What follows belongs to an exercise in optimizing a design on an open flow for small area, a short achievable clock period and few clock cycles per item; a production flow would make more cautious choices. The RTL was checked by simulation tests, not by an equivalence proof against the original design. Power figures rest on the tool's default switching activity, not on a simulated workload.

## flow/run.sh

```bash
#!/bin/bash
# Standard layout, with port buffers of a smaller cell than buffer_ports picks by default.
set -euo pipefail
export BUFFER_PORTS_ARGS="-buffer_cell sky130_fd_sc_hd__buf_2"
bash standard.sh > standard.log 2>&1
```

## standard.sh

```bash
#!/bin/bash
# synth_recipe.tcl (not shown) runs the flow's synth.tcl, then flattens the netlist and writes it again
# the make line also repeats each setting of config.mk as NAME=value (left out here)
make -C /OpenROAD-flow-scripts/flow DESIGN_CONFIG=/design/flow/config.mk WORK_HOME=/design/flow/orfs CLKGATE_MAP_FILE= SYNTH_SCRIPT=/design/flow/synth_recipe.tcl "${@:-finish}"
```

## config.mk

```make
export PLATFORM = sky130hd
export DESIGN_NAME = mac
export DESIGN_NICKNAME = mac
export VERILOG_FILES = /design/flow/design.v
export SDC_FILE = /design/flow/constraint.sdc
export NUM_CORES = 4
export LEC_CHECK = 0
export CAP_MARGIN = 20
export CORE_MARGIN = 2
export CORE_UTILIZATION = 40
export SLEW_MARGIN = 20
export SYNTH_HIERARCHICAL = 1
export SYNTH_MINIMUM_KEEP_SIZE = 0
```

## constraint.sdc

```tcl
create_clock -name core_clock -period 7.0 [get_ports {clk}]
set_input_delay 1.4000 -clock core_clock [delete_from_list [all_inputs] [get_ports {clk}]]
set_output_delay 1.4000 -clock core_clock [all_outputs]
set_load 0.01 [all_outputs]
```

## design.v

```verilog
`timescale 1ns / 1ps
`timescale 1ns / 1ps
module mac (
    input  wire        clk,
    input  wire        rst,
    input  wire [31:0] x,
    input  wire [31:0] y,
    input  wire        start,
    output wire [31:0] z,
    output wire        busy
  );
  wire pp1 = ~(x[0] & y[0]);
  wire pp2 = ~(x[0] & y[1]);
  wire pp3 = ~(x[0] & y[2]);
  wire pp4 = ~(x[0] & y[3]);
  wire pp5 = ~(x[0] & y[4]);
  wire pp6 = ~(x[0] & y[5]);
  wire pp7 = ~(x[0] & y[6]);
  wire pp8 = x[0] & y[7];
  wire pp9 = ~(x[1] & y[0]);
  wire pp10 = ~(x[1] & y[1]);
  wire pp11 = ~(x[1] & y[2]);
  wire pp12 = ~(x[1] & y[3]);
  wire pp13 = ~(x[1] & y[4]);
  wire pp14 = ~(x[1] & y[5]);
  wire pp15 = ~(x[1] & y[6]);
  wire pp16 = x[1] & y[7];
  wire pp17 = ~(x[2] & y[0]);
  wire pp18 = ~(x[2] & y[1]);
  wire pp19 = ~(x[2] & y[2]);
  wire pp20 = ~(x[2] & y[3]);
  wire pp21 = ~(x[2] & y[4]);
  wire pp22 = ~(x[2] & y[5]);
  wire pp23 = ~(x[2] & y[6]);
  wire pp24 = x[2] & y[7];
  wire pp25 = ~(x[3] & y[0]);
  wire pp26 = ~(x[3] & y[1]);
  wire pp27 = ~(x[3] & y[2]);
  wire pp28 = ~(x[3] & y[3]);
  wire pp29 = ~(x[3] & y[4]);
  wire pp30 = ~(x[3] & y[5]);
  wire pp31 = ~(x[3] & y[6]);
  wire pp32 = x[3] & y[7];
  wire pp33 = ~(x[4] & y[0]);
  wire pp34 = ~(x[4] & y[1]);
  wire pp35 = ~(x[4] & y[2]);
  wire pp36 = ~(x[4] & y[3]);
  wire pp37 = ~(x[4] & y[4]);
  wire pp38 = ~(x[4] & y[5]);
  wire pp39 = ~(x[4] & y[6]);
  wire pp40 = x[4] & y[7];
  wire pp41 = ~(x[5] & y[0]);
  wire pp42 = ~(x[5] & y[1]);
  wire pp43 = ~(x[5] & y[2]);
  wire pp44 = ~(x[5] & y[3]);
  wire pp45 = ~(x[5] & y[4]);
  wire pp46 = ~(x[5] & y[5]);
  wire pp47 = ~(x[5] & y[6]);
  wire pp48 = x[5] & y[7];
  wire pp49 = ~(x[6] & y[0]);
  wire pp50 = ~(x[6] & y[1]);
  wire pp51 = ~(x[6] & y[2]);
  wire pp52 = ~(x[6] & y[3]);
  wire pp53 = ~(x[6] & y[4]);
  wire pp54 = ~(x[6] & y[5]);
  wire pp55 = ~(x[6] & y[6]);
  wire pp56 = x[6] & y[7];
  wire pp57 = x[7] & y[0];
  wire pp58 = x[7] & y[1];
  wire pp59 = x[7] & y[2];
  wire pp60 = x[7] & y[3];
  wire pp61 = x[7] & y[4];
  wire pp62 = x[7] & y[5];
  wire pp63 = x[7] & y[6];
  wire pp64 = ~(x[7] & y[7]);
  wire pp65 = ~(x[8] & y[8]);
  wire pp66 = ~(x[8] & y[9]);
  wire pp67 = ~(x[8] & y[10]);
  wire pp68 = ~(x[8] & y[11]);
  wire pp69 = ~(x[8] & y[12]);
  wire pp70 = ~(x[8] & y[13]);
  wire pp71 = ~(x[8] & y[14]);
  wire pp72 = x[8] & y[15];
  wire pp73 = ~(x[9] & y[8]);
  wire pp74 = ~(x[9] & y[9]);
  wire pp75 = ~(x[9] & y[10]);
  wire pp76 = ~(x[9] & y[11]);
  wire pp77 = ~(x[9] & y[12]);
  wire pp78 = ~(x[9] & y[13]);
  wire pp79 = ~(x[9] & y[14]);
  wire pp80 = x[9] & y[15];
  wire pp81 = ~(x[10] & y[8]);
  wire pp82 = ~(x[10] & y[9]);
  wire pp83 = ~(x[10] & y[10]);
  wire pp84 = ~(x[10] & y[11]);
  wire pp85 = ~(x[10] & y[12]);
  wire pp86 = ~(x[10] & y[13]);
  wire pp87 = ~(x[10] & y[14]);
  wire pp88 = x[10] & y[15];
  wire pp89 = ~(x[11] & y[8]);
  wire pp90 = ~(x[11] & y[9]);
  wire pp91 = ~(x[11] & y[10]);
  wire pp92 = ~(x[11] & y[11]);
  wire pp93 = ~(x[11] & y[12]);
  wire pp94 = ~(x[11] & y[13]);
  wire pp95 = ~(x[11] & y[14]);
  wire pp96 = x[11] & y[15];
  wire pp97 = ~(x[12] & y[8]);
  wire pp98 = ~(x[12] & y[9]);
  wire pp99 = ~(x[12] & y[10]);
  wire pp100 = ~(x[12] & y[11]);
  wire pp101 = ~(x[12] & y[12]);
  wire pp102 = ~(x[12] & y[13]);
  wire pp103 = ~(x[12] & y[14]);
  wire pp104 = x[12] & y[15];
  wire pp105 = ~(x[13] & y[8]);
  wire pp106 = ~(x[13] & y[9]);
  wire pp107 = ~(x[13] & y[10]);
  wire pp108 = ~(x[13] & y[11]);
  wire pp109 = ~(x[13] & y[12]);
  wire pp110 = ~(x[13] & y[13]);
  wire pp111 = ~(x[13] & y[14]);
  wire pp112 = x[13] & y[15];
  wire pp113 = ~(x[14] & y[8]);
  wire pp114 = ~(x[14] & y[9]);
  wire pp115 = ~(x[14] & y[10]);
  wire pp116 = ~(x[14] & y[11]);
  wire pp117 = ~(x[14] & y[12]);
  wire pp118 = ~(x[14] & y[13]);
  wire pp119 = ~(x[14] & y[14]);
  wire pp120 = x[14] & y[15];
  wire pp121 = x[15] & y[8];
  wire pp122 = x[15] & y[9];
  wire pp123 = x[15] & y[10];
  wire pp124 = x[15] & y[11];
  wire pp125 = x[15] & y[12];
  wire pp126 = x[15] & y[13];
  wire pp127 = x[15] & y[14];
  wire pp128 = ~(x[15] & y[15]);
  wire pp129 = ~(x[16] & y[16]);
  wire pp130 = ~(x[16] & y[17]);
  wire pp131 = ~(x[16] & y[18]);
  wire pp132 = ~(x[16] & y[19]);
  wire pp133 = ~(x[16] & y[20]);
  wire pp134 = ~(x[16] & y[21]);
  wire pp135 = ~(x[16] & y[22]);
  wire pp136 = x[16] & y[23];
  wire pp137 = ~(x[17] & y[16]);
  wire pp138 = ~(x[17] & y[17]);
  wire pp139 = ~(x[17] & y[18]);
  wire pp140 = ~(x[17] & y[19]);
  wire pp141 = ~(x[17] & y[20]);
  wire pp142 = ~(x[17] & y[21]);
  wire pp143 = ~(x[17] & y[22]);
  wire pp144 = x[17] & y[23];
  wire pp145 = ~(x[18] & y[16]);
  wire pp146 = ~(x[18] & y[17]);
  wire pp147 = ~(x[18] & y[18]);
  wire pp148 = ~(x[18] & y[19]);
  wire pp149 = ~(x[18] & y[20]);
  wire pp150 = ~(x[18] & y[21]);
  wire pp151 = ~(x[18] & y[22]);
  wire pp152 = x[18] & y[23];
  wire pp153 = ~(x[19] & y[16]);
  wire pp154 = ~(x[19] & y[17]);
  wire pp155 = ~(x[19] & y[18]);
  wire pp156 = ~(x[19] & y[19]);
  wire pp157 = ~(x[19] & y[20]);
  wire pp158 = ~(x[19] & y[21]);
  wire pp159 = ~(x[19] & y[22]);
  wire pp160 = x[19] & y[23];
  wire pp161 = ~(x[20] & y[16]);
  wire pp162 = ~(x[20] & y[17]);
  wire pp163 = ~(x[20] & y[18]);
  wire pp164 = ~(x[20] & y[19]);
  wire pp165 = ~(x[20] & y[20]);
  wire pp166 = ~(x[20] & y[21]);
  wire pp167 = ~(x[20] & y[22]);
  wire pp168 = x[20] & y[23];
  wire pp169 = ~(x[21] & y[16]);
  wire pp170 = ~(x[21] & y[17]);
  wire pp171 = ~(x[21] & y[18]);
  wire pp172 = ~(x[21] & y[19]);
  wire pp173 = ~(x[21] & y[20]);
  wire pp174 = ~(x[21] & y[21]);
  wire pp175 = ~(x[21] & y[22]);
  wire pp176 = x[21] & y[23];
  wire pp177 = ~(x[22] & y[16]);
  wire pp178 = ~(x[22] & y[17]);
  wire pp179 = ~(x[22] & y[18]);
  wire pp180 = ~(x[22] & y[19]);
  wire pp181 = ~(x[22] & y[20]);
  wire pp182 = ~(x[22] & y[21]);
  wire pp183 = ~(x[22] & y[22]);
  wire pp184 = x[22] & y[23];
  wire pp185 = x[23] & y[16];
  wire pp186 = x[23] & y[17];
  wire pp187 = x[23] & y[18];
  wire pp188 = x[23] & y[19];
  wire pp189 = x[23] & y[20];
  wire pp190 = x[23] & y[21];
  wire pp191 = x[23] & y[22];
  wire pp192 = ~(x[23] & y[23]);
  wire pp193 = ~(x[24] & y[24]);
  wire pp194 = ~(x[24] & y[25]);
  wire pp195 = ~(x[24] & y[26]);
  wire pp196 = ~(x[24] & y[27]);
  wire pp197 = ~(x[24] & y[28]);
  wire pp198 = ~(x[24] & y[29]);
  wire pp199 = ~(x[24] & y[30]);
  wire pp200 = x[24] & y[31];
  wire pp201 = ~(x[25] & y[24]);
  wire pp202 = ~(x[25] & y[25]);
  wire pp203 = ~(x[25] & y[26]);
  wire pp204 = ~(x[25] & y[27]);
  wire pp205 = ~(x[25] & y[28]);
  wire pp206 = ~(x[25] & y[29]);
  wire pp207 = ~(x[25] & y[30]);
  wire pp208 = x[25] & y[31];
  wire pp209 = ~(x[26] & y[24]);
  wire pp210 = ~(x[26] & y[25]);
  wire pp211 = ~(x[26] & y[26]);
  wire pp212 = ~(x[26] & y[27]);
  wire pp213 = ~(x[26] & y[28]);
  wire pp214 = ~(x[26] & y[29]);
  wire pp215 = ~(x[26] & y[30]);
  wire pp216 = x[26] & y[31];
  wire pp217 = ~(x[27] & y[24]);
  wire pp218 = ~(x[27] & y[25]);
  wire pp219 = ~(x[27] & y[26]);
  wire pp220 = ~(x[27] & y[27]);
  wire pp221 = ~(x[27] & y[28]);
  wire pp222 = ~(x[27] & y[29]);
  wire pp223 = ~(x[27] & y[30]);
  wire pp224 = x[27] & y[31];
  wire pp225 = ~(x[28] & y[24]);
  wire pp226 = ~(x[28] & y[25]);
  wire pp227 = ~(x[28] & y[26]);
  wire pp228 = ~(x[28] & y[27]);
  wire pp229 = ~(x[28] & y[28]);
  wire pp230 = ~(x[28] & y[29]);
  wire pp231 = ~(x[28] & y[30]);
  wire pp232 = x[28] & y[31];
  wire pp233 = ~(x[29] & y[24]);
  wire pp234 = ~(x[29] & y[25]);
  wire pp235 = ~(x[29] & y[26]);
  wire pp236 = ~(x[29] & y[27]);
  wire pp237 = ~(x[29] & y[28]);
  wire pp238 = ~(x[29] & y[29]);
  wire pp239 = ~(x[29] & y[30]);
  wire pp240 = x[29] & y[31];
  wire pp241 = ~(x[30] & y[24]);
  wire pp242 = ~(x[30] & y[25]);
  wire pp243 = ~(x[30] & y[26]);
  wire pp244 = ~(x[30] & y[27]);
  wire pp245 = ~(x[30] & y[28]);
  wire pp246 = ~(x[30] & y[29]);
  wire pp247 = ~(x[30] & y[30]);
  wire pp248 = x[30] & y[31];
  wire pp249 = x[31] & y[24];
  wire pp250 = x[31] & y[25];
  wire pp251 = x[31] & y[26];
  wire pp252 = x[31] & y[27];
  wire pp253 = x[31] & y[28];
  wire pp254 = x[31] & y[29];
  wire pp255 = x[31] & y[30];
  wire pp256 = ~(x[31] & y[31]);
  wire s257 = ~(pp1 ^ pp65);
  wire c258 = pp1 | pp65;
  wire s259, c259;
  mac_fa u259 (.a(pp129), .b(pp193), .ci(s257), .s(s259), .co(c259));
  wire s260 = ~(pp2 ^ pp9);
  wire c261 = pp2 | pp9;
  wire s262, c262;
  mac_fa u262 (.a(pp66), .b(pp73), .ci(pp130), .s(s262), .co(c262));
  wire s263, c263;
  mac_fa u263 (.a(pp137), .b(pp194), .ci(pp201), .s(s263), .co(c263));
  wire s264, c264;
  mac_fa u264 (.a(c258), .b(s260), .ci(s262), .s(s264), .co(c264));
  wire s265, c265;
  mac_fa u265 (.a(s263), .b(c259), .ci(s264), .s(s265), .co(c265));
  wire s266, c266;
  mac_fa u266 (.a(pp3), .b(pp10), .ci(pp17), .s(s266), .co(c266));
  wire s267, c267;
  mac_fa u267 (.a(pp67), .b(pp74), .ci(pp81), .s(s267), .co(c267));
  wire s268, c268;
  mac_fa u268 (.a(pp131), .b(pp138), .ci(pp145), .s(s268), .co(c268));
  wire s269, c269;
  mac_fa u269 (.a(pp195), .b(pp202), .ci(pp209), .s(s269), .co(c269));
  wire s270, c270;
  mac_fa u270 (.a(c261), .b(c262), .ci(c263), .s(s270), .co(c270));
  wire s271, c271;
  mac_fa u271 (.a(s266), .b(s267), .ci(s268), .s(s271), .co(c271));
  wire s272, c272;
  mac_fa u272 (.a(s269), .b(c264), .ci(s270), .s(s272), .co(c272));
  wire s273, c273;
  mac_fa u273 (.a(s271), .b(c265), .ci(s272), .s(s273), .co(c273));
  wire s274 = ~(pp4 ^ pp11);
  wire c275 = pp4 | pp11;
  wire s276, c276;
  mac_fa u276 (.a(pp18), .b(pp25), .ci(pp68), .s(s276), .co(c276));
  wire s277, c277;
  mac_fa u277 (.a(pp75), .b(pp82), .ci(pp89), .s(s277), .co(c277));
  wire s278, c278;
  mac_fa u278 (.a(pp132), .b(pp139), .ci(pp146), .s(s278), .co(c278));
  wire s279, c279;
  mac_fa u279 (.a(pp153), .b(pp196), .ci(pp203), .s(s279), .co(c279));
  wire s280, c280;
  mac_fa u280 (.a(pp210), .b(pp217), .ci(s274), .s(s280), .co(c280));
  wire s281, c281;
  mac_fa u281 (.a(c266), .b(c267), .ci(c268), .s(s281), .co(c281));
  wire s282, c282;
  mac_fa u282 (.a(c269), .b(s276), .ci(s277), .s(s282), .co(c282));
  wire s283, c283;
  mac_fa u283 (.a(s278), .b(s279), .ci(s280), .s(s283), .co(c283));
  wire s284, c284;
  mac_fa u284 (.a(c270), .b(c271), .ci(s281), .s(s284), .co(c284));
  wire s285, c285;
  mac_fa u285 (.a(s282), .b(s283), .ci(c272), .s(s285), .co(c285));
  wire s286, c286;
  mac_fa u286 (.a(s284), .b(c273), .ci(s285), .s(s286), .co(c286));
  wire s287 = ~(pp5 ^ pp12);
  wire c288 = pp5 | pp12;
  wire s289, c289;
  mac_fa u289 (.a(pp19), .b(pp26), .ci(pp33), .s(s289), .co(c289));
  wire s290, c290;
  mac_fa u290 (.a(pp69), .b(pp76), .ci(pp83), .s(s290), .co(c290));
  wire s291, c291;
  mac_fa u291 (.a(pp90), .b(pp97), .ci(pp133), .s(s291), .co(c291));
  wire s292, c292;
  mac_fa u292 (.a(pp140), .b(pp147), .ci(pp154), .s(s292), .co(c292));
  wire s293, c293;
  mac_fa u293 (.a(pp161), .b(pp197), .ci(pp204), .s(s293), .co(c293));
  wire s294, c294;
  mac_fa u294 (.a(pp211), .b(pp218), .ci(pp225), .s(s294), .co(c294));
  wire s295, c295;
  mac_fa u295 (.a(c275), .b(s287), .ci(c276), .s(s295), .co(c295));
  wire s296, c296;
  mac_fa u296 (.a(c277), .b(c278), .ci(c279), .s(s296), .co(c296));
  wire s297, c297;
  mac_fa u297 (.a(s289), .b(s290), .ci(s291), .s(s297), .co(c297));
  wire s298, c298;
  mac_fa u298 (.a(s292), .b(s293), .ci(s294), .s(s298), .co(c298));
  wire s299, c299;
  mac_fa u299 (.a(c280), .b(c281), .ci(c282), .s(s299), .co(c299));
  wire s300, c300;
  mac_fa u300 (.a(s295), .b(s296), .ci(s297), .s(s300), .co(c300));
  wire s301, c301;
  mac_fa u301 (.a(s298), .b(c283), .ci(c284), .s(s301), .co(c301));
  wire s302, c302;
  mac_fa u302 (.a(s299), .b(s300), .ci(c285), .s(s302), .co(c302));
  wire s303, c303;
  mac_fa u303 (.a(s301), .b(c286), .ci(s302), .s(s303), .co(c303));
  wire s304 = ~(pp6 ^ pp13);
  wire c305 = pp6 | pp13;
  wire s306, c306;
  mac_fa u306 (.a(pp20), .b(pp27), .ci(pp34), .s(s306), .co(c306));
  wire s307, c307;
  mac_fa u307 (.a(pp41), .b(pp70), .ci(pp77), .s(s307), .co(c307));
  wire s308, c308;
  mac_fa u308 (.a(pp84), .b(pp91), .ci(pp98), .s(s308), .co(c308));
  wire s309, c309;
  mac_fa u309 (.a(pp105), .b(pp134), .ci(pp141), .s(s309), .co(c309));
  wire s310, c310;
  mac_fa u310 (.a(pp148), .b(pp155), .ci(pp162), .s(s310), .co(c310));
  wire s311, c311;
  mac_fa u311 (.a(pp169), .b(pp198), .ci(pp205), .s(s311), .co(c311));
  wire s312, c312;
  mac_fa u312 (.a(pp212), .b(pp219), .ci(pp226), .s(s312), .co(c312));
  wire s313, c313;
  mac_fa u313 (.a(pp233), .b(c288), .ci(s304), .s(s313), .co(c313));
  wire s314, c314;
  mac_fa u314 (.a(c289), .b(c290), .ci(c291), .s(s314), .co(c314));
  wire s315, c315;
  mac_fa u315 (.a(c292), .b(c293), .ci(c294), .s(s315), .co(c315));
  wire s316, c316;
  mac_fa u316 (.a(s306), .b(s307), .ci(s308), .s(s316), .co(c316));
  wire s317, c317;
  mac_fa u317 (.a(s309), .b(s310), .ci(s311), .s(s317), .co(c317));
  wire s318, c318;
  mac_fa u318 (.a(s312), .b(s313), .ci(c295), .s(s318), .co(c318));
  wire s319, c319;
  mac_fa u319 (.a(c296), .b(c297), .ci(c298), .s(s319), .co(c319));
  wire s320, c320;
  mac_fa u320 (.a(s314), .b(s315), .ci(s316), .s(s320), .co(c320));
  wire s321, c321;
  mac_fa u321 (.a(s317), .b(c299), .ci(c300), .s(s321), .co(c321));
  wire s322, c322;
  mac_fa u322 (.a(s318), .b(s319), .ci(s320), .s(s322), .co(c322));
  wire s323, c323;
  mac_fa u323 (.a(c301), .b(s321), .ci(s322), .s(s323), .co(c323));
  wire s324, c324;
  mac_fa u324 (.a(c302), .b(s323), .ci(c303), .s(s324), .co(c324));
  wire s325 = ~(pp7 ^ pp14);
  wire c326 = pp7 | pp14;
  wire s327, c327;
  mac_fa u327 (.a(pp21), .b(pp28), .ci(pp35), .s(s327), .co(c327));
  wire s328, c328;
  mac_fa u328 (.a(pp42), .b(pp49), .ci(pp71), .s(s328), .co(c328));
  wire s329, c329;
  mac_fa u329 (.a(pp78), .b(pp85), .ci(pp92), .s(s329), .co(c329));
  wire s330, c330;
  mac_fa u330 (.a(pp99), .b(pp106), .ci(pp113), .s(s330), .co(c330));
  wire s331, c331;
  mac_fa u331 (.a(pp135), .b(pp142), .ci(pp149), .s(s331), .co(c331));
  wire s332, c332;
  mac_fa u332 (.a(pp156), .b(pp163), .ci(pp170), .s(s332), .co(c332));
  wire s333, c333;
  mac_fa u333 (.a(pp177), .b(pp199), .ci(pp206), .s(s333), .co(c333));
  wire s334, c334;
  mac_fa u334 (.a(pp213), .b(pp220), .ci(pp227), .s(s334), .co(c334));
  wire s335, c335;
  mac_fa u335 (.a(pp234), .b(pp241), .ci(c305), .s(s335), .co(c335));
  wire s336, c336;
  mac_fa u336 (.a(s325), .b(c306), .ci(c307), .s(s336), .co(c336));
  wire s337, c337;
  mac_fa u337 (.a(c308), .b(c309), .ci(c310), .s(s337), .co(c337));
  wire s338, c338;
  mac_fa u338 (.a(c311), .b(c312), .ci(s327), .s(s338), .co(c338));
  wire s339, c339;
  mac_fa u339 (.a(s328), .b(s329), .ci(s330), .s(s339), .co(c339));
  wire s340, c340;
  mac_fa u340 (.a(s331), .b(s332), .ci(s333), .s(s340), .co(c340));
  wire s341, c341;
  mac_fa u341 (.a(s334), .b(s335), .ci(c313), .s(s341), .co(c341));
  wire s342, c342;
  mac_fa u342 (.a(c314), .b(c315), .ci(c316), .s(s342), .co(c342));
  wire s343, c343;
  mac_fa u343 (.a(c317), .b(s336), .ci(s337), .s(s343), .co(c343));
  wire s344, c344;
  mac_fa u344 (.a(s338), .b(s339), .ci(s340), .s(s344), .co(c344));
  wire s345, c345;
  mac_fa u345 (.a(s341), .b(c318), .ci(c319), .s(s345), .co(c345));
  wire s346, c346;
  mac_fa u346 (.a(c320), .b(s342), .ci(s343), .s(s346), .co(c346));
  wire s347, c347;
  mac_fa u347 (.a(s344), .b(c321), .ci(c322), .s(s347), .co(c347));
  wire s348, c348;
  mac_fa u348 (.a(s345), .b(s346), .ci(c323), .s(s348), .co(c348));
  wire s349, c349;
  mac_fa u349 (.a(s347), .b(s348), .ci(c324), .s(s349), .co(c349));
  wire s350 = ~(pp8 ^ pp15);
  wire c351 = pp8 | pp15;
  wire s352, c352;
  mac_fa u352 (.a(pp22), .b(pp29), .ci(pp36), .s(s352), .co(c352));
  wire s353, c353;
  mac_fa u353 (.a(pp43), .b(pp50), .ci(pp57), .s(s353), .co(c353));
  wire s354, c354;
  mac_fa u354 (.a(pp72), .b(pp79), .ci(pp86), .s(s354), .co(c354));
  wire s355, c355;
  mac_fa u355 (.a(pp93), .b(pp100), .ci(pp107), .s(s355), .co(c355));
  wire s356, c356;
  mac_fa u356 (.a(pp114), .b(pp121), .ci(pp136), .s(s356), .co(c356));
  wire s357, c357;
  mac_fa u357 (.a(pp143), .b(pp150), .ci(pp157), .s(s357), .co(c357));
  wire s358, c358;
  mac_fa u358 (.a(pp164), .b(pp171), .ci(pp178), .s(s358), .co(c358));
  wire s359, c359;
  mac_fa u359 (.a(pp185), .b(pp200), .ci(pp207), .s(s359), .co(c359));
  wire s360, c360;
  mac_fa u360 (.a(pp214), .b(pp221), .ci(pp228), .s(s360), .co(c360));
  wire s361, c361;
  mac_fa u361 (.a(pp235), .b(pp242), .ci(pp249), .s(s361), .co(c361));
  wire s362, c362;
  mac_fa u362 (.a(c326), .b(s350), .ci(c327), .s(s362), .co(c362));
  wire s363, c363;
  mac_fa u363 (.a(c328), .b(c329), .ci(c330), .s(s363), .co(c363));
  wire s364, c364;
  mac_fa u364 (.a(c331), .b(c332), .ci(c333), .s(s364), .co(c364));
  wire s365, c365;
  mac_fa u365 (.a(c334), .b(s352), .ci(s353), .s(s365), .co(c365));
  wire s366, c366;
  mac_fa u366 (.a(s354), .b(s355), .ci(s356), .s(s366), .co(c366));
  wire s367, c367;
  mac_fa u367 (.a(s357), .b(s358), .ci(s359), .s(s367), .co(c367));
  wire s368, c368;
  mac_fa u368 (.a(s360), .b(s361), .ci(c335), .s(s368), .co(c368));
  wire s369, c369;
  mac_fa u369 (.a(c336), .b(c337), .ci(c338), .s(s369), .co(c369));
  wire s370, c370;
  mac_fa u370 (.a(c339), .b(c340), .ci(s362), .s(s370), .co(c370));
  wire s371, c371;
  mac_fa u371 (.a(s363), .b(s364), .ci(s365), .s(s371), .co(c371));
  wire s372, c372;
  mac_fa u372 (.a(s366), .b(s367), .ci(s368), .s(s372), .co(c372));
  wire s373, c373;
  mac_fa u373 (.a(c341), .b(c342), .ci(c343), .s(s373), .co(c373));
  wire s374, c374;
  mac_fa u374 (.a(c344), .b(s369), .ci(s370), .s(s374), .co(c374));
  wire s375, c375;
  mac_fa u375 (.a(s371), .b(s372), .ci(c345), .s(s375), .co(c375));
  wire s376, c376;
  mac_fa u376 (.a(c346), .b(s373), .ci(s374), .s(s376), .co(c376));
  wire s377, c377;
  mac_fa u377 (.a(c347), .b(s375), .ci(s376), .s(s377), .co(c377));
  wire s378 = c348 ^ s377;
  wire c379 = c348 & s377;
  wire s380 = ~(pp16 ^ pp23);
  wire c381 = pp16 | pp23;
  wire s382, c382;
  mac_fa u382 (.a(pp30), .b(pp37), .ci(pp44), .s(s382), .co(c382));
  wire s383, c383;
  mac_fa u383 (.a(pp51), .b(pp58), .ci(pp80), .s(s383), .co(c383));
  wire s384, c384;
  mac_fa u384 (.a(pp87), .b(pp94), .ci(pp101), .s(s384), .co(c384));
  wire s385, c385;
  mac_fa u385 (.a(pp108), .b(pp115), .ci(pp122), .s(s385), .co(c385));
  wire s386, c386;
  mac_fa u386 (.a(pp144), .b(pp151), .ci(pp158), .s(s386), .co(c386));
  wire s387, c387;
  mac_fa u387 (.a(pp165), .b(pp172), .ci(pp179), .s(s387), .co(c387));
  wire s388, c388;
  mac_fa u388 (.a(pp186), .b(pp208), .ci(pp215), .s(s388), .co(c388));
  wire s389, c389;
  mac_fa u389 (.a(pp222), .b(pp229), .ci(pp236), .s(s389), .co(c389));
  wire s390, c390;
  mac_fa u390 (.a(pp243), .b(pp250), .ci(c351), .s(s390), .co(c390));
  wire s391, c391;
  mac_fa u391 (.a(s380), .b(c352), .ci(c353), .s(s391), .co(c391));
  wire s392, c392;
  mac_fa u392 (.a(c354), .b(c355), .ci(c356), .s(s392), .co(c392));
  wire s393, c393;
  mac_fa u393 (.a(c357), .b(c358), .ci(c359), .s(s393), .co(c393));
  wire s394, c394;
  mac_fa u394 (.a(c360), .b(c361), .ci(s382), .s(s394), .co(c394));
  wire s395, c395;
  mac_fa u395 (.a(s383), .b(s384), .ci(s385), .s(s395), .co(c395));
  wire s396, c396;
  mac_fa u396 (.a(s386), .b(s387), .ci(s388), .s(s396), .co(c396));
  wire s397, c397;
  mac_fa u397 (.a(s389), .b(s390), .ci(c362), .s(s397), .co(c397));
  wire s398, c398;
  mac_fa u398 (.a(c363), .b(c364), .ci(c365), .s(s398), .co(c398));
  wire s399, c399;
  mac_fa u399 (.a(c366), .b(c367), .ci(s391), .s(s399), .co(c399));
  wire s400, c400;
  mac_fa u400 (.a(s392), .b(s393), .ci(s394), .s(s400), .co(c400));
  wire s401, c401;
  mac_fa u401 (.a(s395), .b(s396), .ci(c368), .s(s401), .co(c401));
  wire s402, c402;
  mac_fa u402 (.a(c369), .b(c370), .ci(c371), .s(s402), .co(c402));
  wire s403, c403;
  mac_fa u403 (.a(s397), .b(s398), .ci(s399), .s(s403), .co(c403));
  wire s404, c404;
  mac_fa u404 (.a(s400), .b(c372), .ci(s401), .s(s404), .co(c404));
  wire s405, c405;
  mac_fa u405 (.a(c373), .b(c374), .ci(s402), .s(s405), .co(c405));
  wire s406, c406;
  mac_fa u406 (.a(s403), .b(s404), .ci(c375), .s(s406), .co(c406));
  wire s407, c407;
  mac_fa u407 (.a(c376), .b(s405), .ci(c377), .s(s407), .co(c407));
  wire s408, c408;
  mac_fa u408 (.a(s406), .b(c379), .ci(s407), .s(s408), .co(c408));
  wire s409 = ~(pp24 ^ pp31);
  wire c410 = pp24 | pp31;
  wire s411, c411;
  mac_fa u411 (.a(pp38), .b(pp45), .ci(pp52), .s(s411), .co(c411));
  wire s412, c412;
  mac_fa u412 (.a(pp59), .b(pp88), .ci(pp95), .s(s412), .co(c412));
  wire s413, c413;
  mac_fa u413 (.a(pp102), .b(pp109), .ci(pp116), .s(s413), .co(c413));
  wire s414, c414;
  mac_fa u414 (.a(pp123), .b(pp152), .ci(pp159), .s(s414), .co(c414));
  wire s415, c415;
  mac_fa u415 (.a(pp166), .b(pp173), .ci(pp180), .s(s415), .co(c415));
  wire s416, c416;
  mac_fa u416 (.a(pp187), .b(pp216), .ci(pp223), .s(s416), .co(c416));
  wire s417, c417;
  mac_fa u417 (.a(pp230), .b(pp237), .ci(pp244), .s(s417), .co(c417));
  wire s418, c418;
  mac_fa u418 (.a(pp251), .b(c381), .ci(s409), .s(s418), .co(c418));
  wire s419, c419;
  mac_fa u419 (.a(c382), .b(c383), .ci(c384), .s(s419), .co(c419));
  wire s420, c420;
  mac_fa u420 (.a(c385), .b(c386), .ci(c387), .s(s420), .co(c420));
  wire s421, c421;
  mac_fa u421 (.a(c388), .b(c389), .ci(s411), .s(s421), .co(c421));
  wire s422, c422;
  mac_fa u422 (.a(s412), .b(s413), .ci(s414), .s(s422), .co(c422));
  wire s423, c423;
  mac_fa u423 (.a(s415), .b(s416), .ci(s417), .s(s423), .co(c423));
  wire s424, c424;
  mac_fa u424 (.a(c390), .b(s418), .ci(c391), .s(s424), .co(c424));
  wire s425, c425;
  mac_fa u425 (.a(c392), .b(c393), .ci(c394), .s(s425), .co(c425));
  wire s426, c426;
  mac_fa u426 (.a(c395), .b(c396), .ci(s419), .s(s426), .co(c426));
  wire s427, c427;
  mac_fa u427 (.a(s420), .b(s421), .ci(s422), .s(s427), .co(c427));
  wire s428, c428;
  mac_fa u428 (.a(s423), .b(c397), .ci(c398), .s(s428), .co(c428));
  wire s429, c429;
  mac_fa u429 (.a(c399), .b(c400), .ci(s424), .s(s429), .co(c429));
  wire s430, c430;
  mac_fa u430 (.a(s425), .b(s426), .ci(s427), .s(s430), .co(c430));
  wire s431, c431;
  mac_fa u431 (.a(c401), .b(c402), .ci(c403), .s(s431), .co(c431));
  wire s432, c432;
  mac_fa u432 (.a(s428), .b(s429), .ci(s430), .s(s432), .co(c432));
  wire s433, c433;
  mac_fa u433 (.a(c404), .b(c405), .ci(s431), .s(s433), .co(c433));
  wire s434, c434;
  mac_fa u434 (.a(s432), .b(c406), .ci(s433), .s(s434), .co(c434));
  wire s435 = c407 ^ s434;
  wire c436 = c407 & s434;
  wire s437, c437;
  mac_fa u437 (.a(pp32), .b(pp39), .ci(pp46), .s(s437), .co(c437));
  wire s438, c438;
  mac_fa u438 (.a(pp53), .b(pp60), .ci(pp96), .s(s438), .co(c438));
  wire s439, c439;
  mac_fa u439 (.a(pp103), .b(pp110), .ci(pp117), .s(s439), .co(c439));
  wire s440, c440;
  mac_fa u440 (.a(pp124), .b(pp160), .ci(pp167), .s(s440), .co(c440));
  wire s441, c441;
  mac_fa u441 (.a(pp174), .b(pp181), .ci(pp188), .s(s441), .co(c441));
  wire s442, c442;
  mac_fa u442 (.a(pp224), .b(pp231), .ci(pp238), .s(s442), .co(c442));
  wire s443, c443;
  mac_fa u443 (.a(pp245), .b(pp252), .ci(c410), .s(s443), .co(c443));
  wire s444, c444;
  mac_fa u444 (.a(c411), .b(c412), .ci(c413), .s(s444), .co(c444));
  wire s445, c445;
  mac_fa u445 (.a(c414), .b(c415), .ci(c416), .s(s445), .co(c445));
  wire s446, c446;
  mac_fa u446 (.a(c417), .b(s437), .ci(s438), .s(s446), .co(c446));
  wire s447, c447;
  mac_fa u447 (.a(s439), .b(s440), .ci(s441), .s(s447), .co(c447));
  wire s448, c448;
  mac_fa u448 (.a(s442), .b(s443), .ci(c418), .s(s448), .co(c448));
  wire s449, c449;
  mac_fa u449 (.a(c419), .b(c420), .ci(c421), .s(s449), .co(c449));
  wire s450, c450;
  mac_fa u450 (.a(c422), .b(c423), .ci(s444), .s(s450), .co(c450));
  wire s451, c451;
  mac_fa u451 (.a(s445), .b(s446), .ci(s447), .s(s451), .co(c451));
  wire s452, c452;
  mac_fa u452 (.a(s448), .b(c424), .ci(c425), .s(s452), .co(c452));
  wire s453, c453;
  mac_fa u453 (.a(c426), .b(c427), .ci(s449), .s(s453), .co(c453));
  wire s454, c454;
  mac_fa u454 (.a(s450), .b(s451), .ci(c428), .s(s454), .co(c454));
  wire s455, c455;
  mac_fa u455 (.a(c429), .b(c430), .ci(s452), .s(s455), .co(c455));
  wire s456, c456;
  mac_fa u456 (.a(s453), .b(c431), .ci(c432), .s(s456), .co(c456));
  wire s457, c457;
  mac_fa u457 (.a(s454), .b(s455), .ci(c433), .s(s457), .co(c457));
  wire s458, c458;
  mac_fa u458 (.a(s456), .b(c434), .ci(s457), .s(s458), .co(c458));
  wire s459, c459;
  mac_fa u459 (.a(pp40), .b(pp47), .ci(pp54), .s(s459), .co(c459));
  wire s460, c460;
  mac_fa u460 (.a(pp61), .b(pp104), .ci(pp111), .s(s460), .co(c460));
  wire s461, c461;
  mac_fa u461 (.a(pp118), .b(pp125), .ci(pp168), .s(s461), .co(c461));
  wire s462, c462;
  mac_fa u462 (.a(pp175), .b(pp182), .ci(pp189), .s(s462), .co(c462));
  wire s463, c463;
  mac_fa u463 (.a(pp232), .b(pp239), .ci(pp246), .s(s463), .co(c463));
  wire s464, c464;
  mac_fa u464 (.a(pp253), .b(c437), .ci(c438), .s(s464), .co(c464));
  wire s465, c465;
  mac_fa u465 (.a(c439), .b(c440), .ci(c441), .s(s465), .co(c465));
  wire s466, c466;
  mac_fa u466 (.a(c442), .b(s459), .ci(s460), .s(s466), .co(c466));
  wire s467, c467;
  mac_fa u467 (.a(s461), .b(s462), .ci(s463), .s(s467), .co(c467));
  wire s468, c468;
  mac_fa u468 (.a(c443), .b(c444), .ci(c445), .s(s468), .co(c468));
  wire s469, c469;
  mac_fa u469 (.a(c446), .b(c447), .ci(s464), .s(s469), .co(c469));
  wire s470, c470;
  mac_fa u470 (.a(s465), .b(s466), .ci(s467), .s(s470), .co(c470));
  wire s471, c471;
  mac_fa u471 (.a(c448), .b(c449), .ci(c450), .s(s471), .co(c471));
  wire s472, c472;
  mac_fa u472 (.a(c451), .b(s468), .ci(s469), .s(s472), .co(c472));
  wire s473, c473;
  mac_fa u473 (.a(s470), .b(c452), .ci(c453), .s(s473), .co(c473));
  wire s474, c474;
  mac_fa u474 (.a(s471), .b(s472), .ci(c454), .s(s474), .co(c474));
  wire s475, c475;
  mac_fa u475 (.a(c455), .b(s473), .ci(c456), .s(s475), .co(c475));
  wire s476, c476;
  mac_fa u476 (.a(s474), .b(c457), .ci(s475), .s(s476), .co(c476));
  wire s477, c477;
  mac_fa u477 (.a(pp48), .b(pp55), .ci(pp62), .s(s477), .co(c477));
  wire s478, c478;
  mac_fa u478 (.a(pp112), .b(pp119), .ci(pp126), .s(s478), .co(c478));
  wire s479, c479;
  mac_fa u479 (.a(pp176), .b(pp183), .ci(pp190), .s(s479), .co(c479));
  wire s480, c480;
  mac_fa u480 (.a(pp240), .b(pp247), .ci(pp254), .s(s480), .co(c480));
  wire s481, c481;
  mac_fa u481 (.a(c459), .b(c460), .ci(c461), .s(s481), .co(c481));
  wire s482, c482;
  mac_fa u482 (.a(c462), .b(c463), .ci(s477), .s(s482), .co(c482));
  wire s483, c483;
  mac_fa u483 (.a(s478), .b(s479), .ci(s480), .s(s483), .co(c483));
  wire s484, c484;
  mac_fa u484 (.a(c464), .b(c465), .ci(c466), .s(s484), .co(c484));
  wire s485, c485;
  mac_fa u485 (.a(c467), .b(s481), .ci(s482), .s(s485), .co(c485));
  wire s486, c486;
  mac_fa u486 (.a(s483), .b(c468), .ci(c469), .s(s486), .co(c486));
  wire s487, c487;
  mac_fa u487 (.a(c470), .b(s484), .ci(s485), .s(s487), .co(c487));
  wire s488, c488;
  mac_fa u488 (.a(c471), .b(c472), .ci(s486), .s(s488), .co(c488));
  wire s489, c489;
  mac_fa u489 (.a(s487), .b(c473), .ci(s488), .s(s489), .co(c489));
  wire s490, c490;
  mac_fa u490 (.a(c474), .b(s489), .ci(c475), .s(s490), .co(c490));
  wire s491, c491;
  mac_fa u491 (.a(pp56), .b(pp63), .ci(pp120), .s(s491), .co(c491));
  wire s492, c492;
  mac_fa u492 (.a(pp127), .b(pp184), .ci(pp191), .s(s492), .co(c492));
  wire s493, c493;
  mac_fa u493 (.a(pp248), .b(pp255), .ci(c477), .s(s493), .co(c493));
  wire s494, c494;
  mac_fa u494 (.a(c478), .b(c479), .ci(c480), .s(s494), .co(c494));
  wire s495, c495;
  mac_fa u495 (.a(s491), .b(s492), .ci(c481), .s(s495), .co(c495));
  wire s496, c496;
  mac_fa u496 (.a(c482), .b(c483), .ci(s493), .s(s496), .co(c496));
  wire s497, c497;
  mac_fa u497 (.a(s494), .b(c484), .ci(c485), .s(s497), .co(c497));
  wire s498, c498;
  mac_fa u498 (.a(s495), .b(s496), .ci(c486), .s(s498), .co(c498));
  wire s499, c499;
  mac_fa u499 (.a(c487), .b(s497), .ci(c488), .s(s499), .co(c499));
  wire s500, c500;
  mac_fa u500 (.a(s498), .b(c489), .ci(s499), .s(s500), .co(c500));
  wire s501, c501;
  mac_fa u501 (.a(pp64), .b(pp128), .ci(pp192), .s(s501), .co(c501));
  wire s502, c502;
  mac_fa u502 (.a(pp256), .b(c491), .ci(c492), .s(s502), .co(c502));
  wire s503, c503;
  mac_fa u503 (.a(s501), .b(c493), .ci(c494), .s(s503), .co(c503));
  wire s504, c504;
  mac_fa u504 (.a(s502), .b(c495), .ci(c496), .s(s504), .co(c504));
  wire s505, c505;
  mac_fa u505 (.a(s503), .b(c497), .ci(s504), .s(s505), .co(c505));
  wire s506, c506;
  mac_fa u506 (.a(c498), .b(s505), .ci(c499), .s(s506), .co(c506));
  wire s507, c507;
  mac_fa u507 (.a(c501), .b(c502), .ci(c503), .s(s507), .co(c507));
  wire s508, c508;
  mac_fa u508 (.a(c504), .b(s507), .ci(c505), .s(s508), .co(c508));
  reg  [16:0] ra;
  reg  [8:0] rb;
  always @(posedge clk)
  begin
    if (start)
    begin
      ra <= {c507, s508, c500, s500, c476, c458, c436, s435, s408, s378, s349, s324, s303, s286, s273, s265, s259};
      rb <= {c508, c506, s506, c490, s490, s476, s458, c408, c349};
    end
  end
  wire [17:0] va = {1'b1, ra[16], ra[15], ra[14], ra[13], ra[12], ra[11], ra[10], ra[9], ra[8], ra[7], ra[6], ra[5], ra[4], ra[3], ra[2], ra[1], ra[0]};
  wire [17:0] vb = {1'b0, rb[8], rb[7], rb[6], rb[5], rb[4], rb[3], rb[2], rb[1], 1'b0, rb[0], 1'b0, 1'b0, 1'b0, 1'b0, 1'b0, 1'b0, 1'b0};
  wire [17:0] sum = ~(va + vb);
  assign z    = {{14{sum[17]}}, sum};
  assign busy = 1'b0;
endmodule
module mac_fa (
    input  wire a,
    input  wire b,
    input  wire ci,
    output wire s,
    output wire co
  );
  assign s  = a ^ b ^ ci;
  assign co = (a & b) | (a & ci) | (b & ci);
endmodule
```

==> flow_summary.ini, run 1 <==
[status]
outcome = finished clean

[logic_synthesis]
synth_flop_cell = edfxtp_1
yosys.area.top_type_share_pct = 62.4
synthArstFlopShare_pct = 0
syn_area_mm2 = 0.00738
syn_area_per_cell_um2 = 11.6
synth_top_cells_by_area = fa_1, edfxtp_1, nand2_1
yosysUniqueCellTypes = 34
synth_edf_count = 26
yosys_warnings = 7
syn_inst = 638
ys_seq_elements = 26
seq_area_frac_synth_pct = 10.6
synth_area_leader_cell = fa_1
synth.net_count = 956

[global_routing]
grt_usage_pct = 21.1
antenna_found_initial = 0
grt_max_degree = 27
grt_pass1_vias = 5848
grt_pass1_wl_mm = 31.5
overflow = 0

[sta]
hold_violations = 0
slew_headroom_pct = 58.2
worst_pin_slew_ns = 0.625
tns_ns = 0
finalSetupViolCount = 0
drv_slew = 0
fmax_mhz = 182
rsz0062_at_grt = false
period_minus_slack_ns = 5.51
fin_crit_sh_pct = 78.7

[placed_design]
place.gp.congestion = 0.912
portBuffers = 97
hpwl_mm = 17.3
placedInstanceArea_mm2 = 0.00797
placed_cells = 932

[finish]
postLayoutCellArea_mm2 = 0.00808
finalNetCount = 1026
fill_cells = 1709
finish.utilization_pct = 44.8
drive_gt1_share_pct = 15.1
syn2layout_area_growth_pct = 9.50
layout_commonest_cell = fa_1
layout.cells.non_filler = 936
mostFrequentLayoutCells = fa_1, nand2_1, buf_2
diodes = 0

[job]
drv_cap = 0

[cts]
clk_pin_slew_worst_paths_ns = 0.07
cts_setup_buffers = 0
holdBufCountCts = 0
cts_tree = done
cts_max_path_buffers = 2
post_cts_resized = 0
cts-root-buf = clkbuf_16
numCtsBuffers = 3
cts_sinks = 26
htree_levels = 1

[drt]
viasPerCell = 5.31
ant_nets = 0
drt_pre_antenna_iters = 7
drc = 0
drt-wirelength-per-cell_um = 20.9
wirelength_mm = 19.6
first_iter_violations = 317
vias = 4974

[critical_path]
worstPathRequired_ns = 7.02
crit_fanout = 8
endpoint_kind = flop
critPathLaunchType = input pin
worstSetupPathType = input pin to flop
cp.arrival_ns = 5.52

[floorplan]
start_util_pct = 40.9
rows = 49
io_pins = 100
die_w_um = 140
die_y_um = 140
fp.dieArea_mm2 = 0.0195
coreArea_mm2 = 0.0180

[hold_path]
hold_start = y[24]
hold_path_end = ra[0]
holdPathStages = 3
worst_hold_path_type = input pin to flop

[pwr]
power_density_mw_per_mm2 = 460
p_leak_nw = 3.14
irDropWorstVdd_uv = 325
total_power_mw = 3.71
==> layer usage <==
layer	track usage (%)	part of all wire, %	routed length [um]
met5	0	0	0
met4	11.2	6.1	1200
met3	3.13	6.0	1170
met2	35.3	50	9760
met1	26.7	38	7420
==> worst max-delay path by stage <==
| stage | startpoint | end | slack, ns | depth (start not counted) |
|---|---|---|---|---|
| floorplan | x[2] | ra[8] | 1.34 | 10 |
| CTS | x[2] | rb[2] | 1.48 | 10 |
| finish | y[19] | ra[8] | 1.49 | 10 |
| detailed placement | x[2] | rb[2] | 1.19 | 10 |
| global placement | x[2] | ra[8] | 1.22 | 10 |
| global route | x[2] | ra[8] | 1.38 | 10 |
==> flip-flops by register name, indices dropped and copies added, names as in the netlist <==
register,flops
rb,9
ra,17
==> final cells by class <==
cell class / instances / area (um^2) / area share [%]
repair buffers: 97 / 485 / 6.01
clock inverters: 1 / 30.0 / 0.372
well taps: 229 / 287 / 3.55
inverters: 32 / 120 / 1.49
multi-input cells: 548 / 6300 / 78.0
clock buffers: 3 / 75.1 / 0.929
flip-flops and latches: 26 / 781 / 9.66
==> power by group <==
part           internal, mW  leakage (nW)  switching [mW]  total (mW)
Sequential            0.524         0.254          0.0244       0.548
Combinational          1.38          2.83            1.61        2.99
Clock                 0.114        0.0511          0.0599       0.174
==> worst max-delay path, stage by stage <==
cell     delay, ns
buf_2         0.25
nand2_1       0.13
fa_1          0.49
fa_1          0.49
fa_1          0.54
fa_1          0.44
fa_1          0.43
fa_1          0.45
fa_1          0.51
fa_1          0.40
==> cell families (layout without fill, tap and decap cells) <==
group	Yosys count	after routing	share of synthesized area, %
other cells	1	1	0.0508
flops	26	26	10.6
fa+ha+maj	251	251	66.0
compound gates	19	19	2.10
simple gates	270	270	16.4
buf+inv	64	133	4.02
xor+xnor	7	7	0.831
==> Yosys stat by module (local to each module, per instance) <==
module  cell area (um^2)  flip-flops and latches
mac                 2770                      26
mac_fa              20.0                       0
==> cell usage after synthesis (all sizes together), types with 2 or more instances <==
| library cell | number |
|---|---|
| nand2 | 190 |
| a21o | 2 |
| o311ai | 2 |
| o22ai | 2 |
| nor2 | 3 |
| edfxtp | 26 |
| xor2 | 3 |
| a211oi | 2 |
| ha | 21 |
| xnor2 | 4 |
| and2 | 68 |
| clkbuf | 17 |
| o21ai | 3 |
| nand3 | 2 |
| inv | 32 |
| a21oi | 4 |
| a31oi | 2 |
| buf | 15 |
| fa | 230 |
==> per-stage QoR <==
stage	hold slack (ns)	setup WS (ns)
2_1_floorplan	1.51	1.34
5_1_grt	1.69	1.38
4_1_cts	1.67	1.48
3_3_place_gp	1.86	1.22
3_5_place_dp	1.86	1.19
6_report	1.66	1.49
Testbench counts, summed over its fixed seeds: cycles 512, items 512.
==> run 2: changes to the inputs <==
==> flow/run.sh (replaced) <==
#!/bin/bash
# Standard layout, with port buffers of a smaller cell than buffer_ports picks by default.
set -euo pipefail
export BUFFER_PORTS_ARGS="-buffer_cell sky130_fd_sc_hd__buf_1"
bash standard.sh > standard.log 2>&1
==> flow_summary.ini, run 2 <==
[finish]
syn2layout_area_growth_pct = 8.05
diodes = 0
mostFrequentLayoutCells = fa_1, nand2_1, buf_1
drive_gt1_share_pct = 1.69
finish.utilization_pct = 44.2
seq_area_um2 = 781
fill_cells = 1728
layout_commonest_cell = fa_1
finalNetCount = 1028
reg.largest.list = ra (17), rb (9)
multi_input_area_mm2 = 0.00630
largest-register = ra
largest_reg_flops = 17

[floorplan]
io_pins = 100
fp.dieArea_mm2 = 0.0195
rows = 49
start_util_pct = 40.9
die_w_um = 140
die_y_um = 140
coreArea_mm2 = 0.0180

[global_routing]
antenna_found_initial = 0
grt_max_degree = 27
grt_pass1_wl_mm = 31.5
overflow = 0
grt_usage_pct = 21.1
grt_pass1_vias = 5847

[sta]
drv_slew = 0
rsz0062_at_grt = false
hold_violations = 0
fin_crit_sh_pct = 82.1
finalSetupViolCount = 0
slew_headroom_pct = 54.4
worst_pin_slew_ns = 0.681
tns_ns = 0
fmax_mhz = 174
period_minus_slack_ns = 5.75

[placed_design]
place.gp.congestion = 0.898
hpwl_mm = 17.3
portBuffers = 97

[hold_path]
holdPathStages = 2
worst_hold_path_type = input pin to flop
hold_start = start

[critical_path]
critPathLaunchType = input pin
cp.arrival_ns = 5.76
crit_start = x[6]
worstPathRequired_ns = 7.01
worstSetupPathType = input pin to flop
endpoint_kind = flop
crit_fanout = 8

[drt]
first_iter_violations = 334
wirelength_mm = 19.6
viasPerCell = 5.31
drt-wirelength-per-cell_um = 20.9
vias = 4977
drt_pre_antenna_iters = 4
drc = 0
ant_nets = 0

[logic_synthesis]
synthTopCellsByCount = fa_1, nand2_1, and2_1, inv_1, edfxtp_1
synth_top_cells_by_area = fa_1, edfxtp_1, nand2_1
yosys.area.top_type_share_pct = 62.4
synth_edf_count = 26
synth_flop_cell = edfxtp_1
synth.net_count = 956
yosys_warnings = 7
synth_area_leader_cell = fa_1
yosysUniqueCellTypes = 34
ys_seq_elements = 26
yosys.cell_count.top_type = fa_1
syn_area_mm2 = 0.00738
syn_area_per_cell_um2 = 11.6
syn_inst = 638
seq_area_frac_synth_pct = 10.6
synthArstFlopShare_pct = 0

[cts]
numCtsBuffers = 3
clk_pin_slew_worst_paths_ns = 0.07
post_cts_resized = 0
holdBufCountCts = 0
htree_levels = 1
cts-root-buf = clkbuf_16
cts_max_path_buffers = 2
cts_setup_buffers = 0
cts_tree = done
cts_sinks = 26

[pwr]
power_density_mw_per_mm2 = 459
irDropWorstVdd_uv = 298
p_leak_nw = 2.87

[status]
outcome = finished clean

[job]
drv_cap = 0
==> run 2: cells by family (layout without fill, tap and decap cells) <==
family / after synthesis / after routing / share of synthesized area (%)
and+or+nand+nor: 270 / 270 / 16.4
xor gates and xnor gates: 7 / 7 / 0.831
DFF: 26 / 26 / 10.6
other: 1 / 1 / 0.0508
adders and majority gates: 251 / 251 / 66.0
AOI/OAI and AO/OA: 19 / 19 / 2.10
buffers and inverters: 64 / 135 / 4.02
==> run 2: layout make-up <==
cell class,count,share of cell area (%)
Tap cell,229,3.59
Inverter,32,1.51
Sequential cell,26,9.79
Clock inverter,1,0.377
Multi-Input combinational cell,548,79.0
Clock buffer,3,0.942
Timing Repair Buffer,99,4.76
==> run 2: final timing paths <==
kind / endpoint / slack, ns
worst max-delay path: rb[3] / 1.25
worst min-delay path: ra[2] / 1.64
==> run 2: where the power goes <==
group / total, mW / switching [mW] / internal, mW
clock: 0.174 / 0.0598 / 0.114
combinational: 2.94 / 1.62 / 1.32
sequential: 0.547 / 0.0231 / 0.524
==> run 2: stage by stage <==
step	hold WS, ns	setup WS [ns]	std cells	power [mW]	instance area [um^2]
6_report	1.64	1.25	938	3.66	7970
5_1_grt	1.65	1.12	938	4.19	7970
4_1_cts	1.65	1.26	938	3.78	7970
3_3_place_gp	1.85	0.993	934	3.47	7870
2_1_floorplan	1.51	1.34	638	2.80	7380
3_5_place_dp	1.85	0.966	934	3.59	7870
==> run 2: critical path, cell delays in order <==
cell	delay, ns
buf_1	0.40
nand2_1	0.16
fa_1	0.53
fa_1	0.49
fa_1	0.58
fa_1	0.45
fa_1	0.39
fa_1	0.39
fa_1	0.51
fa_1	0.44
==> run 2: Yosys stat by module, one instance, submodules excluded <==
module	cells	copies in the design
mac	408	1
mac_fa	1	230
==> run 2: metal layers <==
metal / routed length [um] / track usage (%) / part of all wire, %
met1: 7720 / 27.7 / 39
met4: 1060 / 9.95 / 5.4
met2: 9710 / 34.7 / 50
met5: 0 / 0 / 0
met3: 1080 / 3.03 / 5.5
==> run 3: changes to the inputs <==
==> run.sh (new file) <==
#!/bin/bash
# synth_recipe.tcl (not shown) runs the flow's synth.tcl, then flattens the netlist and writes it again
# the make line also repeats each setting of config.mk as NAME=value (left out here)
make -C /OpenROAD-flow-scripts/flow DESIGN_CONFIG=/design/flow/config.mk WORK_HOME=/design/flow/orfs CLKGATE_MAP_FILE= SYNTH_SCRIPT=/design/flow/synth_recipe.tcl finish
removed: flow/run.sh
removed: standard.sh
==> flow_summary.ini, run 3 <==
[status]
outcome = finished clean

[logic_synthesis]
yosysUniqueCellTypes = 34
syn_inst = 638
yosys.area.top_type_share_pct = 62.4
seq_area_frac_synth_pct = 10.6
syn_area_mm2 = 0.00738
synth_area_leader_cell = fa_1
synth_edf_count = 26
synth.net_count = 956
synthTopCellsByCount = fa_1, nand2_1, and2_1, inv_1, edfxtp_1
yosys.cell_count.top_type = fa_1
syn_area_per_cell_um2 = 11.6
synthArstFlopShare_pct = 0
synth_top_cells_by_area = fa_1, edfxtp_1, nand2_1
ys_seq_elements = 26
synth_flop_cell = edfxtp_1
yosys_warnings = 7

[finish]
mostFrequentLayoutCells = fa_1, nand2_1, clkdlybuf4s50_1
syn2layout_area_growth_pct = 15.9
multi_input_area_mm2 = 0.00630
drive_gt1_share_pct = 1.55
reg.largest.list = ra (17), rb (9)
finalNetCount = 1028
fill_cells = 1658
largest-register = ra
diodes = 0
seq_area_um2 = 781
largest_reg_flops = 17
layout_commonest_cell = fa_1

[placed_design]
place.gp.congestion = 0.926
place_ws_ns = 0.609
portBuffers = 97
hpwl_mm = 17.7

[hold_path]
worst_hold_path_type = input pin to flop

[floorplan]
die_w_um = 140
io_pins = 100
fp.dieArea_mm2 = 0.0195
coreArea_mm2 = 0.0180
die_y_um = 140
start_util_pct = 40.9
rows = 49

[cts]
numCtsBuffers = 3
cts_max_path_buffers = 2
cts_tree = done
cts-root-buf = clkbuf_16
post_cts_resized = 0
cts_sinks = 26
cts_setup_buffers = 0
clk_pin_slew_worst_paths_ns = 0.08
htree_levels = 1
holdBufCountCts = 0

[drt]
drt-wirelength-per-cell_um = 21.6
drt_pre_antenna_iters = 5
drc = 0
ant_nets = 0
viasPerCell = 5.32
wirelength_mm = 20.2
first_iter_violations = 311
vias = 4993

[critical_path]
crit_fanout = 8
worstSetupPathType = input pin to flop
worstPathRequired_ns = 7.02
endpoint_kind = flop
critPathLaunchType = input pin
cp.arrival_ns = 6.11

[sta]
fin_crit_sh_pct = 87.0
hold_violations = 0
hold_ws_ns = 1.97
slew_headroom_pct = 48.6
drv_slew = 0
rsz0062_at_grt = false
setup_slack_ns = 0.907
finalSetupViolCount = 0
worst_pin_slew_ns = 0.769
tns_ns = 0
fmax_mhz = 164
period_minus_slack_ns = 6.09

[global_routing]
grt_pass1_vias = 5832
grt_usage_pct = 22.0
grt_busiest_layer = met2
met1_usage_pct = 28.9
overflow = 0
grt.met2_usage_pct = 38.7
antenna_found_initial = 0
met3_usage_pct = 2.75
grt_max_degree = 27
grt_pass1_wl_mm = 32.7

[pwr]
power_density_mw_per_mm2 = 456
p_leak_nw = 3.12
irDropWorstVdd_uv = 255

[job]
drv_cap = 0
[run 3: cell counts after synthesis]
Identical to the previous run, type by type.
[run 3: layer usage]
layer | vias up | wire length, um
li1 | 2081 | -
met4 | 0 | 618
met5 | - | 0
met2 | 187 | 10800
met3 | 26 | 906
met1 | 2699 | 7960
[run 3: power by group]
part / total (mW) / leakage, nW / switching, mW / internal (mW)
Combinational: 3.22 / 2.82 / 1.61 / 1.60
Clock: 0.136 / 0.0385 / 0.0595 / 0.0769
Sequential: 0.548 / 0.254 / 0.0240 / 0.524
[run 3: final timing paths]
check | cells after the start | slack [ns] | to | from
max | 10 | 0.91 | ra[8] | x[26]
min | 2 | 1.97 | ra[2] | start
[run 3: kinds of logic (layout without fill, tap and decap cells)]
kind of cell / count (synthesis) / count (layout) / synth area share [%]
DFF: 26 / 26 / 10.6
buffers and inverters: 64 / 135 / 4.02
other: 1 / 1 / 0.0508
adders and majority gates: 251 / 251 / 66.0
and+or+nand+nor: 270 / 270 / 16.4
xor gates and xnor gates: 7 / 7 / 0.831
AOI/OAI and AO/OA: 19 / 19 / 2.10
[run 3: Yosys stat by module (local to each module, per instance)]
module | copies in the design | cell area (um^2)
mac_fa | 230 | 20.0
mac | 1 | 2770
[run 3: metrics by stage]
stage	power, mW	instance area (um^2)	std cells	util [%]
2_1_floorplan	2.80	7380	638	-
3_5_place_dp	3.88	8470	934	47.0
6_report	3.90	8550	938	47.5
3_3_place_gp	3.76	8470	934	47.0
4_1_cts	4.03	8550	938	47.5
5_1_grt	4.38	8550	938	47.5
[run 3: cell type report]
class	instances	area share [%]
multi-input cells	548	73.7
well taps	229	3.35
clock inverters	1	0.0439
clock buffers	3	0.878
flip-flops and latches	26	9.13
repair buffers	99	11.5
inverters	32	1.40
[run 3: critical path, stage by stage]
cell,delay [ns]
clkdlybuf4s50_1,0.75
nand2_1,0.15
fa_1,0.50
fa_1,0.51
fa_1,0.48
fa_1,0.57
fa_1,0.43
fa_1,0.39
fa_1,0.51
fa_1,0.41

[static timing again, ports no longer ideal]
The results above use ideal ports. As a check the final layouts listed here were re-extracted and re-timed, cells and wires unchanged. Step 1, drivers: a clkbuf_16 drives clk and a buf_2 each remaining input, both assumed. Step 2 times the ports against the registers' clock, not the clock port: input delays grow and output delays shrink by t, the midpoint of the rising clock arrivals with the driver on. a / b / c = ideal / step 1 / step 2; a / b = the first two.
run | t, ns | slack for setup (ns) | worst hold slack (ns) | worst slew at a driven data input, ns
run 1 | 0.314 | 1.492 / 1.513 / 1.199 | 1.662 / 1.643 / 1.877 | 0.04
run 2 | 0.315 | 1.250 / 1.264 / 0.949 | 1.640 / 1.614 / 1.871 | 0.04
run 3 | 0.312 | 0.907 / 0.921 / 0.608 | 1.969 / 1.946 / 2.223 | 0.04
After both steps setup and hold are still met in every run listed. For run 2, which loses most, drivers alone change the setup slack by +0.014 ns; drivers and shift together by -0.301 ns.
